From an optimization exercise on the open Yosys and OpenROAD flow, aimed at small area and a short achievable clock period; shortcuts taken in it are not production practice.
No functional check of the RTL was part of any run shown here.

==> flow/design.v, too long to show whole: its modules and the start of the top module <==
// module ConvEngine: 977 lines
module ConvEngine (
    input         clk,
    input         rst,
    input  [31:0] DMAport,
    input         acc_enable,
    input         acc_clear,
    output [31:0] result
);
  // ...
==> flow/flow/run.sh <==
#!/bin/bash
# The standard layout, with plain buffers (not delay cells) on the ports.
set -euo pipefail
bash standard.sh "BUFFER_PORTS_ARGS=-buffer_cell sky130_fd_sc_hd__buf_2" finish > flow_make.log 2>&1
==> flow/standard.sh <==
#!/bin/bash
# synth_recipe.tcl (not shown) runs the flow's synth.tcl, then flattens the netlist and writes it again
# the make line also repeats each setting of config.mk as NAME=value (left out here)
make -C /OpenROAD-flow-scripts/flow DESIGN_CONFIG=/design/flow/config.mk WORK_HOME=/design/flow/orfs CLKGATE_MAP_FILE= SYNTH_SCRIPT=/design/flow/synth_recipe.tcl "${@:-finish}"
==> flow/config.mk <==
export PLATFORM = sky130hd
export DESIGN_NAME = ConvEngine
export DESIGN_NICKNAME = ConvEngine
export VERILOG_FILES = /design/flow/design.v
export SDC_FILE = /design/flow/constraint.sdc
export NUM_CORES = 4
export LEC_CHECK = 0
export ABC_CLOCK_PERIOD_IN_PS = 1000
export CAP_MARGIN = 20
export CORE_MARGIN = 2
export CORE_UTILIZATION = 40
export CTS_BUF_LIST = sky130_fd_sc_hd__clkbuf_8
export SETUP_SLACK_MARGIN = 5
export SLEW_MARGIN = 20
==> flow/constraint.sdc <==
create_clock -name core_clock -period 10.0 [get_ports {clk}]
set_input_delay 2.0000 -clock core_clock [delete_from_list [all_inputs] [get_ports {clk}]]
set_output_delay 2.0000 -clock core_clock [all_outputs]
set_load 0.01 [all_outputs]
==> metrics.yaml, run 1 <==
place_congestion: 0.856
design.seq.count: 305
holdCritStartpoint: "W[11]"
ys_types: 65
synth_top_area_share_pct: 27.9
critical_path.top_delay_family: "adder cells"
layout_worst_path_cycle_share_pct: 53.6
dp_hpwl_um: 31000
rr_worst_depth: 19
m1WireLength_um: 19900
synthArstFlopShare_pct: 41.0
muxShareOfSynthArea_pct: 2.69
reg2reg_from: "XP[11]"
cts-htree-levels: 2
outcome: "no timing/DRC/antenna violations"
first_pass_iters: 5
wl_met3_um: 1790
crit_top_cell: "fa_1"
synth_flop_cell: "edfxtp_1"
rsz0062_at_grt: "yes"
grt_max_degree: 76
diodes: 0
fin_crit_ns: 5.36
==> run 2: changes to the inputs <==
--- a/flow/design.v
+++ b/flow/design.v
@@ -1,8 +1,176 @@
+module PrefixAdd32 (
+    input  [31:0] p,
+    input  [31:0] g,
+    output [31:0] sum
+);
+  wire m1 = g[1] | (p[1] & g[0]);
+  wire m2 = p[1] & p[0];
+  wire m3 = g[3] | (p[3] & g[2]);
+  wire m4 = p[3] & p[2];
+  wire m5 = g[5] | (p[5] & g[4]);
+  wire m6 = p[5] & p[4];
+  wire m7 = g[7] | (p[7] & g[6]);
+  wire m8 = p[7] & p[6];
+  wire m9 = g[9] | (p[9] & g[8]);
+  wire m10 = p[9] & p[8];
+  wire m11 = g[11] | (p[11] & g[10]);
+  wire m12 = p[11] & p[10];
+  wire m13 = g[13] | (p[13] & g[12]);
+  wire m14 = p[13] & p[12];
+  wire m15 = g[15] | (p[15] & g[14]);
+  wire m16 = p[15] & p[14];
+  wire m17 = g[17] | (p[17] & g[16]);
+  wire m18 = p[17] & p[16];
+  wire m19 = g[19] | (p[19] & g[18]);
+  wire m20 = p[19] & p[18];
+  wire m21 = g[21] | (p[21] & g[20]);
+  wire m22 = p[21] & p[20];
+  wire m23 = g[23] | (p[23] & g[22]);
+  wire m24 = p[23] & p[22];
+  wire m25 = g[25] | (p[25] & g[24]);
+  wire m26 = p[25] & p[24];
+  wire m27 = g[27] | (p[27] & g[26]);
+  wire m28 = p[27] & p[26];
+  wire m29 = g[29] | (p[29] & g[28]);
+  wire m30 = p[29] & p[28];
+  wire m31 = g[31] | (p[31] & g[30]);
+  wire m32 = p[31] & p[30];
+  wire m33 = g[2] | (p[2] & m1);
+  wire m34 = p[2] & m2;
+  wire m35 = m3 | (m4 & m1);
+  wire m36 = m4 & m2;
+  wire m37 = g[6] | (p[6] & m5);
+  wire m38 = p[6] & m6;
+  wire m39 = m7 | (m8 & m5);
+  wire m40 = m8 & m6;
+  wire m41 = g[10] | (p[10] & m9);
+  wire m42 = p[10] & m10;
+  wire m43 = m11 | (m12 & m9);
+  wire m44 = m12 & m10;
+  wire m45 = g[14] | (p[14] & m13);
+  wire m46 = p[14] & m14;
+  wire m47 = m15 | (m16 & m13);
+  wire m48 = m16 & m14;
+  wire m49 = g[18] | (p[18] & m17);
+  wire m50 = p[18] & m18;
+  wire m51 = m19 | (m20 & m17);
+  wire m52 = m20 & m18;
+  wire m53 = g[22] | (p[22] & m21);
+  wire m54 = p[22] & m22;
+  wire m55 = m23 | (m24 & m21);
+  wire m56 = m24 & m22;
+  wire m57 = g[26] | (p[26] & m25);
+  wire m58 = p[26] & m26;
+  wire m59 = m27 | (m28 & m25);
+  wire m60 = m28 & m26;
+  wire m61 = g[30] | (p[30] & m29);
+  wire m62 = p[30] & m30;
+  wire m63 = m31 | (m32 & m29);
+  wire m64 = m32 & m30;
+  wire m65 = g[4] | (p[4] & m35);
+  wire m66 = p[4] & m36;
+  wire m67 = m5 | (m6 & m35);
+  wire m68 = m6 & m36;
+  wire m69 = m37 | (m38 & m35);
+  wire m70 = m38 & m36;
+  wire m71 = m39 | (m40 & m35);
+  wire m72 = m40 & m36;
+  wire m73 = g[12] | (p[12] & m43);
+  wire m74 = p[12] & m44;
+  wire m75 = m13 | (m14 & m43);
+  wire m76 = m14 & m44;
+  wire m77 = m45 | (m46 & m43);
+  wire m78 = m46 & m44;
+  wire m79 = m47 | (m48 & m43);
+  wire m80 = m48 & m44;
+  wire m81 = g[20] | (p[20] & m51);
+  wire m82 = p[20] & m52;
+  wire m83 = m21 | (m22 & m51);
+  wire m84 = m22 & m52;
+  wire m85 = m53 | (m54 & m51);
+  wire m86 = m54 & m52;
+  wire m87 = m55 | (m56 & m51);
+  wire m88 = m56 & m52;
+  wire m89 = g[28] | (p[28] & m59);
+  wire m90 = p[28] & m60;
+  wire m91 = m29 | (m30 & m59);
+  wire m92 = m30 & m60;
+  wire m93 = m61 | (m62 & m59);
+  wire m94 = m62 & m60;
+  wire m95 = m63 | (m64 & m59);
+  wire m96 = m64 & m60;
+  wire m97 = g[8] | (p[8] & m71);
+  wire m98 = p[8] & m72;
+  wire m99 = m9 | (m10 & m71);
+  wire m100 = m10 & m72;
+  wire m101 = m41 | (m42 & m71);
+  wire m102 = m42 & m72;
+  wire m103 = m43 | (m44 & m71);
+  wire m104 = m44 & m72;
+  wire m105 = m73 | (m74 & m71);
+  wire m106 = m74 & m72;
+  wire m107 = m75 | (m76 & m71);
+  wire m108 = m76 & m72;
+  wire m109 = m77 | (m78 & m71);
+  wire m110 = m78 & m72;
+  wire m111 = m79 | (m80 & m71);
+  wire m112 = m80 & m72;
+  wire m113 = g[24] | (p[24] & m87);
+  wire m114 = p[24] & m88;
+  wire m115 = m25 | (m26 & m87);
+  wire m116 = m26 & m88;
+  wire m117 = m57 | (m58 & m87);
+  wire m118 = m58 & m88;
+  wire m119 = m59 | (m60 & m87);
+  wire m120 = m60 & m88;
+  wire m121 = m89 | (m90 & m87);
+  wire m122 = m90 & m88;
+  wire m123 = m91 | (m92 & m87);
+  wire m124 = m92 & m88;
+  wire m125 = m93 | (m94 & m87);
+  wire m126 = m94 & m88;
+  wire m127 = m95 | (m96 & m87);
+  wire m128 = m96 & m88;
+  wire m129 = g[16] | (p[16] & m111);
+  wire m130 = p[16] & m112;
+  wire m131 = m17 | (m18 & m111);
+  wire m132 = m18 & m112;
+  wire m133 = m49 | (m50 & m111);
+  wire m134 = m50 & m112;
+  wire m135 = m51 | (m52 & m111);
+  wire m136 = m52 & m112;
+  wire m137 = m81 | (m82 & m111);
+  wire m138 = m82 & m112;
+  wire m139 = m83 | (m84 & m111);
+  wire m140 = m84 & m112;
+  wire m141 = m85 | (m86 & m111);
+  wire m142 = m86 & m112;
+  wire m143 = m87 | (m88 & m111);
+  wire m144 = m88 & m112;
+  wire m145 = m113 | (m114 & m111);
+  wire m146 = m114 & m112;
+  wire m147 = m115 | (m116 & m111);
+  wire m148 = m116 & m112;
+  wire m149 = m117 | (m118 & m111);
+  wire m150 = m118 & m112;
+  wire m151 = m119 | (m120 & m111);
+  wire m152 = m120 & m112;
+  wire m153 = m121 | (m122 & m111);
+  wire m154 = m122 & m112;
+  wire m155 = m123 | (m124 & m111);
+  wire m156 = m124 & m112;
+  wire m157 = m125 | (m126 & m111);
+  wire m158 = m126 & m112;
+  wire m159 = m127 | (m128 & m111);
+  wire m160 = m128 & m112;
+  wire [31:0] s_int = {(p[31] ^ m157), (p[30] ^ m155), (p[29] ^ m153), (p[28] ^ m151), (p[27] ^ m149), (p[26] ^ m147), (p[25] ^ m145), (p[24] ^ m143), (p[23] ^ m141), (p[22] ^ m139), (p[21] ^ m137), (p[20] ^ m135), (p[19] ^ m133), (p[18] ^ m131), (p[17] ^ m129), (p[16] ^ m111), (p[15] ^ m109), (p[14] ^ m107), (p[13] ^ m105), (p[12] ^ m103), (p[11] ^ m101), (p[10] ^ m99), (p[9] ^ m97), (p[8] ^ m71), (p[7] ^ m69), (p[6] ^ m67), (p[5] ^ m65), (p[4] ^ m35), (p[3] ^ m33), (p[2] ^ m1), (p[1] ^ g[0]), p[0]};
+  assign sum = s_int;
+endmodule
 module ConvEngine (
     input         clk,
     input         rst,
     input  [31:0] DMAport,
     input         acc_enable,
     input         acc_clear,
     output [31:0] result
 );
@@ -771,177 +939,16 @@
   wire n687 = n299 ^ n298 ^ early[14];
   wire n688 = (n299 & n298) | (n299 & early[14]) | (n298 & early[14]);
   wire n689 = n270 ^ n300 ^ early[15];
   wire n690 = (n270 & n300) | (n270 & early[15]) | (n300 & early[15]);
   wire n691 = 1'b1 ^ early[16];
   wire n692 = 1'b1 & early[16];
   wire [31:0] t2p = {early[31], early[30], early[29], early[28], early[27], early[26], early[25], early[24], early[23], early[22], early[21], early[20], early[19], early[18], (n692 ^ early[17]), (n690 ^ n691), (n688 ^ n689), (n686 ^ n687), (n684 ^ n685), (n682 ^ n683), (n680 ^ n681), (n678 ^ n679), (n676 ^ n677), (n674 ^ n675), (n672 ^ n673), (n670 ^ n671), (n668 ^ n669), (n666 ^ n667), (n664 ^ n665), (n662 ^ n663), (n660 ^ n661), n659};
   wire [31:0] t2g = {1'b0, 1'b0, 1'b0, 1'b0, 1'b0, 1'b0, 1'b0, 1'b0, 1'b0, 1'b0, 1'b0, 1'b0, 1'b0, 1'b0, (n692 & early[17]), (n690 & n691), (n688 & n689), (n686 & n687), (n684 & n685), (n682 & n683), (n680 & n681), (n678 & n679), (n676 & n677), (n674 & n675), (n672 & n673), (n670 & n671), (n668 & n669), (n666 & n667), (n664 & n665), (n662 & n663), (n660 & n661), 1'b0};
-  wire n693 = acc_g[1] | (acc_p[1] & acc_g[0]);
-  wire n694 = acc_p[1] & acc_p[0];
-  wire n695 = acc_g[3] | (acc_p[3] & acc_g[2]);
-  wire n696 = acc_p[3] & acc_p[2];
-  wire n697 = acc_g[5] | (acc_p[5] & acc_g[4]);
-  wire n698 = acc_p[5] & acc_p[4];
-  wire n699 = acc_g[7] | (acc_p[7] & acc_g[6]);
-  wire n700 = acc_p[7] & acc_p[6];
-  wire n701 = acc_g[9] | (acc_p[9] & acc_g[8]);
-  wire n702 = acc_p[9] & acc_p[8];
-  wire n703 = acc_g[11] | (acc_p[11] & acc_g[10]);
-  wire n704 = acc_p[11] & acc_p[10];
-  wire n705 = acc_g[13] | (acc_p[13] & acc_g[12]);
-  wire n706 = acc_p[13] & acc_p[12];
-  wire n707 = acc_g[15] | (acc_p[15] & acc_g[14]);
-  wire n708 = acc_p[15] & acc_p[14];
-  wire n709 = acc_g[17] | (acc_p[17] & acc_g[16]);
-  wire n710 = acc_p[17] & acc_p[16];
-  wire n711 = acc_g[19] | (acc_p[19] & acc_g[18]);
-  wire n712 = acc_p[19] & acc_p[18];
-  wire n713 = acc_g[21] | (acc_p[21] & acc_g[20]);
-  wire n714 = acc_p[21] & acc_p[20];
-  wire n715 = acc_g[23] | (acc_p[23] & acc_g[22]);
-  wire n716 = acc_p[23] & acc_p[22];
-  wire n717 = acc_g[25] | (acc_p[25] & acc_g[24]);
-  wire n718 = acc_p[25] & acc_p[24];
-  wire n719 = acc_g[27] | (acc_p[27] & acc_g[26]);
-  wire n720 = acc_p[27] & acc_p[26];
-  wire n721 = acc_g[29] | (acc_p[29] & acc_g[28]);
-  wire n722 = acc_p[29] & acc_p[28];
-  wire n723 = acc_g[31] | (acc_p[31] & acc_g[30]);
-  wire n724 = acc_p[31] & acc_p[30];
-  wire n725 = acc_g[2] | (acc_p[2] & n693);
-  wire n726 = acc_p[2] & n694;
-  wire n727 = n695 | (n696 & n693);
-  wire n728 = n696 & n694;
-  wire n729 = acc_g[6] | (acc_p[6] & n697);
-  wire n730 = acc_p[6] & n698;
-  wire n731 = n699 | (n700 & n697);
-  wire n732 = n700 & n698;
-  wire n733 = acc_g[10] | (acc_p[10] & n701);
-  wire n734 = acc_p[10] & n702;
-  wire n735 = n703 | (n704 & n701);
-  wire n736 = n704 & n702;
-  wire n737 = acc_g[14] | (acc_p[14] & n705);
-  wire n738 = acc_p[14] & n706;
-  wire n739 = n707 | (n708 & n705);
-  wire n740 = n708 & n706;
-  wire n741 = acc_g[18] | (acc_p[18] & n709);
-  wire n742 = acc_p[18] & n710;
-  wire n743 = n711 | (n712 & n709);
-  wire n744 = n712 & n710;
-  wire n745 = acc_g[22] | (acc_p[22] & n713);
-  wire n746 = acc_p[22] & n714;
-  wire n747 = n715 | (n716 & n713);
-  wire n748 = n716 & n714;
-  wire n749 = acc_g[26] | (acc_p[26] & n717);
-  wire n750 = acc_p[26] & n718;
-  wire n751 = n719 | (n720 & n717);
-  wire n752 = n720 & n718;
-  wire n753 = acc_g[30] | (acc_p[30] & n721);
-  wire n754 = acc_p[30] & n722;
-  wire n755 = n723 | (n724 & n721);
-  wire n756 = n724 & n722;
-  wire n757 = acc_g[4] | (acc_p[4] & n727);
-  wire n758 = acc_p[4] & n728;
-  wire n759 = n697 | (n698 & n727);
-  wire n760 = n698 & n728;
-  wire n761 = n729 | (n730 & n727);
-  wire n762 = n730 & n728;
-  wire n763 = n731 | (n732 & n727);
-  wire n764 = n732 & n728;
-  wire n765 = acc_g[12] | (acc_p[12] & n735);
-  wire n766 = acc_p[12] & n736;
-  wire n767 = n705 | (n706 & n735);
-  wire n768 = n706 & n736;
-  wire n769 = n737 | (n738 & n735);
-  wire n770 = n738 & n736;
-  wire n771 = n739 | (n740 & n735);
-  wire n772 = n740 & n736;
-  wire n773 = acc_g[20] | (acc_p[20] & n743);
-  wire n774 = acc_p[20] & n744;
-  wire n775 = n713 | (n714 & n743);
-  wire n776 = n714 & n744;
-  wire n777 = n745 | (n746 & n743);
-  wire n778 = n746 & n744;
-  wire n779 = n747 | (n748 & n743);
-  wire n780 = n748 & n744;
-  wire n781 = acc_g[28] | (acc_p[28] & n751);
-  wire n782 = acc_p[28] & n752;
-  wire n783 = n721 | (n722 & n751);
-  wire n784 = n722 & n752;
-  wire n785 = n753 | (n754 & n751);
-  wire n786 = n754 & n752;
-  wire n787 = n755 | (n756 & n751);
-  wire n788 = n756 & n752;
-  wire n789 = acc_g[8] | (acc_p[8] & n763);
-  wire n790 = acc_p[8] & n764;
-  wire n791 = n701 | (n702 & n763);
-  wire n792 = n702 & n764;
-  wire n793 = n733 | (n734 & n763);
-  wire n794 = n734 & n764;
-  wire n795 = n735 | (n736 & n763);
-  wire n796 = n736 & n764;
-  wire n797 = n765 | (n766 & n763);
-  wire n798 = n766 & n764;
-  wire n799 = n767 | (n768 & n763);
-  wire n800 = n768 & n764;
-  wire n801 = n769 | (n770 & n763);
-  wire n802 = n770 & n764;
-  wire n803 = n771 | (n772 & n763);
-  wire n804 = n772 & n764;
-  wire n805 = acc_g[24] | (acc_p[24] & n779);
-  wire n806 = acc_p[24] & n780;
-  wire n807 = n717 | (n718 & n779);
-  wire n808 = n718 & n780;
-  wire n809 = n749 | (n750 & n779);
-  wire n810 = n750 & n780;
-  wire n811 = n751 | (n752 & n779);
-  wire n812 = n752 & n780;
-  wire n813 = n781 | (n782 & n779);
-  wire n814 = n782 & n780;
-  wire n815 = n783 | (n784 & n779);
-  wire n816 = n784 & n780;
-  wire n817 = n785 | (n786 & n779);
-  wire n818 = n786 & n780;
-  wire n819 = n787 | (n788 & n779);
-  wire n820 = n788 & n780;
-  wire n821 = acc_g[16] | (acc_p[16] & n803);
-  wire n822 = acc_p[16] & n804;
-  wire n823 = n709 | (n710 & n803);
-  wire n824 = n710 & n804;
-  wire n825 = n741 | (n742 & n803);
-  wire n826 = n742 & n804;
-  wire n827 = n743 | (n744 & n803);
-  wire n828 = n744 & n804;
-  wire n829 = n773 | (n774 & n803);
-  wire n830 = n774 & n804;
-  wire n831 = n775 | (n776 & n803);
-  wire n832 = n776 & n804;
-  wire n833 = n777 | (n778 & n803);
-  wire n834 = n778 & n804;
-  wire n835 = n779 | (n780 & n803);
-  wire n836 = n780 & n804;
-  wire n837 = n805 | (n806 & n803);
-  wire n838 = n806 & n804;
-  wire n839 = n807 | (n808 & n803);
-  wire n840 = n808 & n804;
-  wire n841 = n809 | (n810 & n803);
-  wire n842 = n810 & n804;
-  wire n843 = n811 | (n812 & n803);
-  wire n844 = n812 & n804;
-  wire n845 = n813 | (n814 & n803);
-  wire n846 = n814 & n804;
-  wire n847 = n815 | (n816 & n803);
-  wire n848 = n816 & n804;
-  wire n849 = n817 | (n818 & n803);
-  wire n850 = n818 & n804;
-  wire n851 = n819 | (n820 & n803);
-  wire n852 = n820 & n804;
-  wire [31:0] result_sum = {(acc_p[31] ^ n849), (acc_p[30] ^ n847), (acc_p[29] ^ n845), (acc_p[28] ^ n843), (acc_p[27] ^ n841), (acc_p[26] ^ n839), (acc_p[25] ^ n837), (acc_p[24] ^ n835), (acc_p[23] ^ n833), (acc_p[22] ^ n831), (acc_p[21] ^ n829), (acc_p[20] ^ n827), (acc_p[19] ^ n825), (acc_p[18] ^ n823), (acc_p[17] ^ n821), (acc_p[16] ^ n803), (acc_p[15] ^ n801), (acc_p[14] ^ n799), (acc_p[13] ^ n797), (acc_p[12] ^ n795), (acc_p[11] ^ n793), (acc_p[10] ^ n791), (acc_p[9] ^ n789), (acc_p[8] ^ n763), (acc_p[7] ^ n761), (acc_p[6] ^ n759), (acc_p[5] ^ n757), (acc_p[4] ^ n727), (acc_p[3] ^ n725), (acc_p[2] ^ n693), (acc_p[1] ^ acc_g[0]), acc_p[0]};
   reg  [17:0] W, V;
   reg  [2:0]  wrow;
   reg         wv, vv;
   wire        lchg = (lrn != lr);
   wire        v_from_w = ~|(wrow & lrn);           
   always @(posedge clk) begin
     if (lchg) begin
       W <= dres;
@@ -968,10 +975,10 @@
     end else if (acc_clear) begin
       acc_p <= 32'd0;
       acc_g <= 32'd0;
     end else if (acc_enable) begin
       acc_p <= t2p;
       acc_g <= t2g;
     end
   end
-  assign result = result_sum;
+  PrefixAdd32 result_adder (.p(acc_p), .g(acc_g), .sum(result));
 endmodule
==> flow/run.sh (new file) <==
#!/bin/bash
# synth_recipe.tcl (not shown) runs the flow's synth.tcl, then flattens the netlist and writes it again
# the make line also repeats each setting of config.mk as NAME=value (left out here)
make -C /OpenROAD-flow-scripts/flow DESIGN_CONFIG=/design/flow/config.mk WORK_HOME=/design/flow/orfs CLKGATE_MAP_FILE= SYNTH_SCRIPT=/design/flow/synth_recipe.tcl finish
==> flow/config.mk (replaced) <==
export PLATFORM = sky130hd
export DESIGN_NAME = ConvEngine
export DESIGN_NICKNAME = ConvEngine
export VERILOG_FILES = /design/flow/design.v
export SDC_FILE = /design/flow/constraint.sdc
export NUM_CORES = 4
export LEC_CHECK = 0
export CAP_MARGIN = 20
export CORE_MARGIN = 2
export CORE_UTILIZATION = 40
export CTS_BUF_LIST = sky130_fd_sc_hd__clkbuf_8
export SETUP_SLACK_MARGIN = 4.5
export SLEW_MARGIN = 20
export SYNTH_HIERARCHICAL = 1
export SYNTH_MINIMUM_KEEP_SIZE = 0
removed: flow/flow/run.sh
removed: flow/standard.sh
==> run 2 against run 1 <==
  * Final area rose by 0.11%
  * Global-route usage fell by 0.79 points
  * Worst hold slack got worse by 0.0022 ns
  * Sequential cell count did not move
  * Register-to-register slack improved by 0.04 ns
  * Non-clock buffer count fell by 38
  * Critical path type unchanged
  * Largest cell class unchanged
==> metrics.yaml, run 2 <==
use_met3_pct: 2.50  # was 2.85%
synth_flop_cell: "edfxtp_1"  # unchanged
first_global_vias: 12613  # was 13,189
postSynthAreaPerCell_um2: 11.7  # was 12.0 um2
antenna_left: 0  # unchanged
timing.fmax_mhz: 188  # was 187 MHz
gr-total-overflow: 0  # unchanged
dieHeight_um: 225  # was 224 um
cts-htree-levels: 2  # unchanged
stdcell_count: 2403  # was 2,366
place_congestion: 0.859  # was 0.856
ys_top_cells_by_count: "193 x inv_1, 180 x edfxtp_1, 145 x fa_1, 117 x dfrtp_1, 106 x nand2_1"  # was 187 x inv_1, 180 x edfxtp_1, 145 x fa_1, 117 x dfrtp_1, 93 x ha_1
dp_hpwl_um: 30800  # was 31,000 um
clkSinkCount: 305  # unchanged
antenna_found_initial: 1  # was 0
first_pass_iters: 6  # was 5
largest_reg_flops: 32  # unchanged
synth-edff-count: 180  # unchanged
cp.arrival_ns: 5.72  # was 5.73 ns
synth_cells: 1669  # was 1,615
ys_types: 75  # was 65
fin_crit_ns: 5.31  # was 5.36 ns
ios: 68  # unchanged
crit_fanout: 9  # was 4
num-fill-cells: 4409  # was 4,340
drt_iter0_drc: 915  # was 819
seq_area_frac_synth_pct: 43.9  # was 44.1%
grt.total_usage_pct: 17.4  # was 18.2%
core_um2: 47800  # was 47,700 um2
yosysTopAreaCell: "edfxtp_1"  # unchanged
path_clk_slew_ns: 0.06  # about the same
cts_tree: "built"  # unchanged
grt_util_met1_pct: 23.5  # was 24.2%
die_w_um: 225  # was 224 um
port_buffers: 63  # unchanged
seq_area_um2: 8600  # was 8610 um2
avgRoutedWirePerCell_um: 17.9  # was 18.8 um
worst_pin_slew_ns: 0.964  # was 1.06 ns
required_ns: 10.41  # was 10.37 ns
syn_area_um2: 19500  # was 19,400 um2
fin_tns_setup_ns: 0  # unchanged
layout_worst_path_cycle_share_pct: 53.1  # was 53.6%
finalInstanceArea_um2: 22200  # about the same
critPathCaptureType: "register"  # unchanged
synth-simple-area-share_pct: 7.91  # was 6.97%
synthArstFlopShare_pct: 41.0  # unchanged
critPathSlowestCell: "fa_1"  # was fa_2
synth_top_family_by_area: "adder cells"  # unchanged
grt_max_degree: 75  # was 76
synth_fa_ha_area_share_pct: 20.2  # was 21.0%
synth_compound_area_share_pct: 12.5  # was 12.3%
start_util_pct: 40.7  # was 40.6%
gr-usage-met2_pct: 29.2  # was 30.7%
synth_warnings: 7  # was 1
synth_most_common_cell: "inv_1"  # unchanged
grt_first_pass_wirelength_um: 69100  # was 71,900 um
ys_ff_latch: 305  # unchanged
critPathMaxStageDelay_ns: 0.54  # about the same
synth-xor-area-share_pct: 7.38  # was 7.41%
cts.path.max_buffers: 3  # unchanged
slew_headroom_pct: 35.7  # was 29.5%
hold_viol_final: 0  # unchanged
finish.utilization_pct: 46.4  # was 46.5%
crit_top_cell: "fa_1"  # unchanged
cp-start-kind: "register"  # unchanged
via_count: 12552  # was 12,310
layout_commonest_cell: "inv_1"  # unchanged
drc_errors: 0  # unchanged
row_count: 80  # unchanged
synth_top_area_share_pct: 27.8  # was 27.9%
final_cell_mix: "208 x inv_1, 180 x edfxtp_1, 141 x fa_1"  # was 204 x inv_1, 180 x edfxtp_1, 138 x fa_1
place_inst: 2284  # was 2,214
insertion_delay_ns: 0.65  # was 0.63 ns
multiInputGateArea_um2: 10100  # was 10,200 um2
die_area_um2: 50400  # was 50,200 um2
maxSlewViolCount: 0  # unchanged
finalNetCount: 2006  # was 1,981
rsz0062_at_grt: "no"  # was yes
largest-register: "acc_p"  # unchanged
synthTopCellsByArea: "edfxtp_1 28%, dfrtp_1 15%, fa_1 15%"  # unchanged
outcome: "no timing/DRC/antenna violations"  # unchanged
crit_chain: "a22oi_2, xnor2_1, fa_2, fa_1, inv_1, fa_1, inv_1, fa_1, inv_1, fa_1, inv_2, ha_4, nand3_1, or3b_4, o221ai_4, o211a_1, o21a_1, o21a_1, nor2_1"  # was buf_4, a22oi_2, xor2_1, fa_1, fa_1, inv_2, fa_2, fa_1, inv_1, fa_2, inv_2, ha_4, a21oi_4, nor3b_2, o211ai_1, a311o_1, a31oi_2, o21bai_2, a21o_1
cap_violations: 0  # unchanged
clock_skew_ns: 0.0613  # was 0.0203 ns
place_area_um2: 20700  # was 20,300 um2
hold_path_class: "reg -> reg"  # unchanged
numCtsBuffers: 53  # was 52
cts-root-buf: "clkbuf_8"  # unchanged
hold_buffers: 0  # unchanged
area_growth_pct: 14.1  # was 14.5%
vias_per_cell: 5.22  # was 5.20
drive_gt1_share_pct: 13.3  # was 20.6%
crit_type: "reg -> reg"  # unchanged
setup_viol: 0  # unchanged
drt-total-wl_um: 43000  # was 44,500 um
muxShareOfSynthArea_pct: 2.47  # was 2.69%
grt_busiest_layer: "met2"  # unchanged
==> run 2: worst paths after layout <==
kind	start	endpoint	slack, ns	depth (start not counted)
worst max-delay path	bo[0]	W[15]	4.69	19
worst min-delay path	W[3]	V[3]	0.44	0
worst max register to register	bo[0]	W[15]	4.69	19
worst min register to register	W[3]	V[3]	0.44	0
max in group asynchronous	rst	XP[11]	6.70	3
min in group asynchronous	rst	acc_p[15]	1.79	2
==> run 2: per-stage QoR <==
step | hold slack [ns] | worst slack, ns
floorplan | 0.417 | 4.58
global placement | 0.422 | 4.11
detailed placement | 0.429 | 4.04
global route | 0.445 | 4.50
CTS | 0.435 | 4.50
finish | 0.436 | 4.69
==> run 2: kinds of logic (layout without fill, tap and decap cells) <==
logic type | Yosys count | after routing
compound gates | 312 | 312
mux | 47 | 47
flops | 305 | 305
other cells | 1 | 23
fa+ha+maj | 227 | 227
xor+xnor | 164 | 164
simple gates | 324 | 324
buf+inv | 289 | 386
==> run 2: layout make-up <==
cell class / instances / share of cell area [%]
flip-flops and latches: 305 / 38.7
inverters: 193 / 3.27
multi-input cells: 1096 / 45.6
clock buffers: 66 / 4.09
repair buffers: 94 / 3.85
well taps: 615 / 3.46
diodes: 1 / 0.0113
clock inverters: 33 / 0.963
==> run 2: worst max-delay path: cells and delay by family (launching register included) <==
family	cells	cell delay, ns
simple gates	3	0.52
flops	1	0.48
xor+xnor	1	0.11
fa+ha+maj	6	2.75
buf+inv	4	0.22
compound gates	5	1.00
==> run 2: repair_timing <==
item                                    in CTS  in global routing
gates resized for setup                     22                 60
buffers inserted                             5                 14
pin swaps                                    4                 15
endpoints found under the setup margin       6                 13
==> run 2: modules after synthesis, one instance, submodules excluded <==
module,flip-flops and latches,area (um2)
PrefixAdd32,0,853
ConvEngine,305,18600
==> run 2: per-layer routing <==
metal | vias to the layer above | routed length, um
met5 | - | 0
met4 | 0 | 1010
met3 | 66 | 1750
met2 | 270 | 21100
met1 | 6309 | 19200
li1 | 5907 | -

what the ideal ports hide:
The flow's constraints put no driver on any port. The routed layouts listed below were extracted and timed again, unchanged, in two steps. Step 1, drivers: a clkbuf_16 drives clk and a buf_2 each remaining input, both assumed. Step 2 times the ports against the registers' clock, not the clock port: input delays grow and output delays shrink by t, the midpoint of the rising clock arrivals with the driver on. Slacks: ideal ports / drivers / drivers and shift; pairs: ideal ports / drivers.
run	shift t [ns]	setup WS [ns]	worst setup path at the end
run 1	0.675	4.642 / 4.611 / 4.642	register to register
run 2	0.678	4.686 / 4.670 / 4.383	input to register
After both steps every run listed still meets setup and hold. For run 2, which loses most, drivers alone change the setup slack by -0.016 ns; drivers and shift together by -0.303 ns.
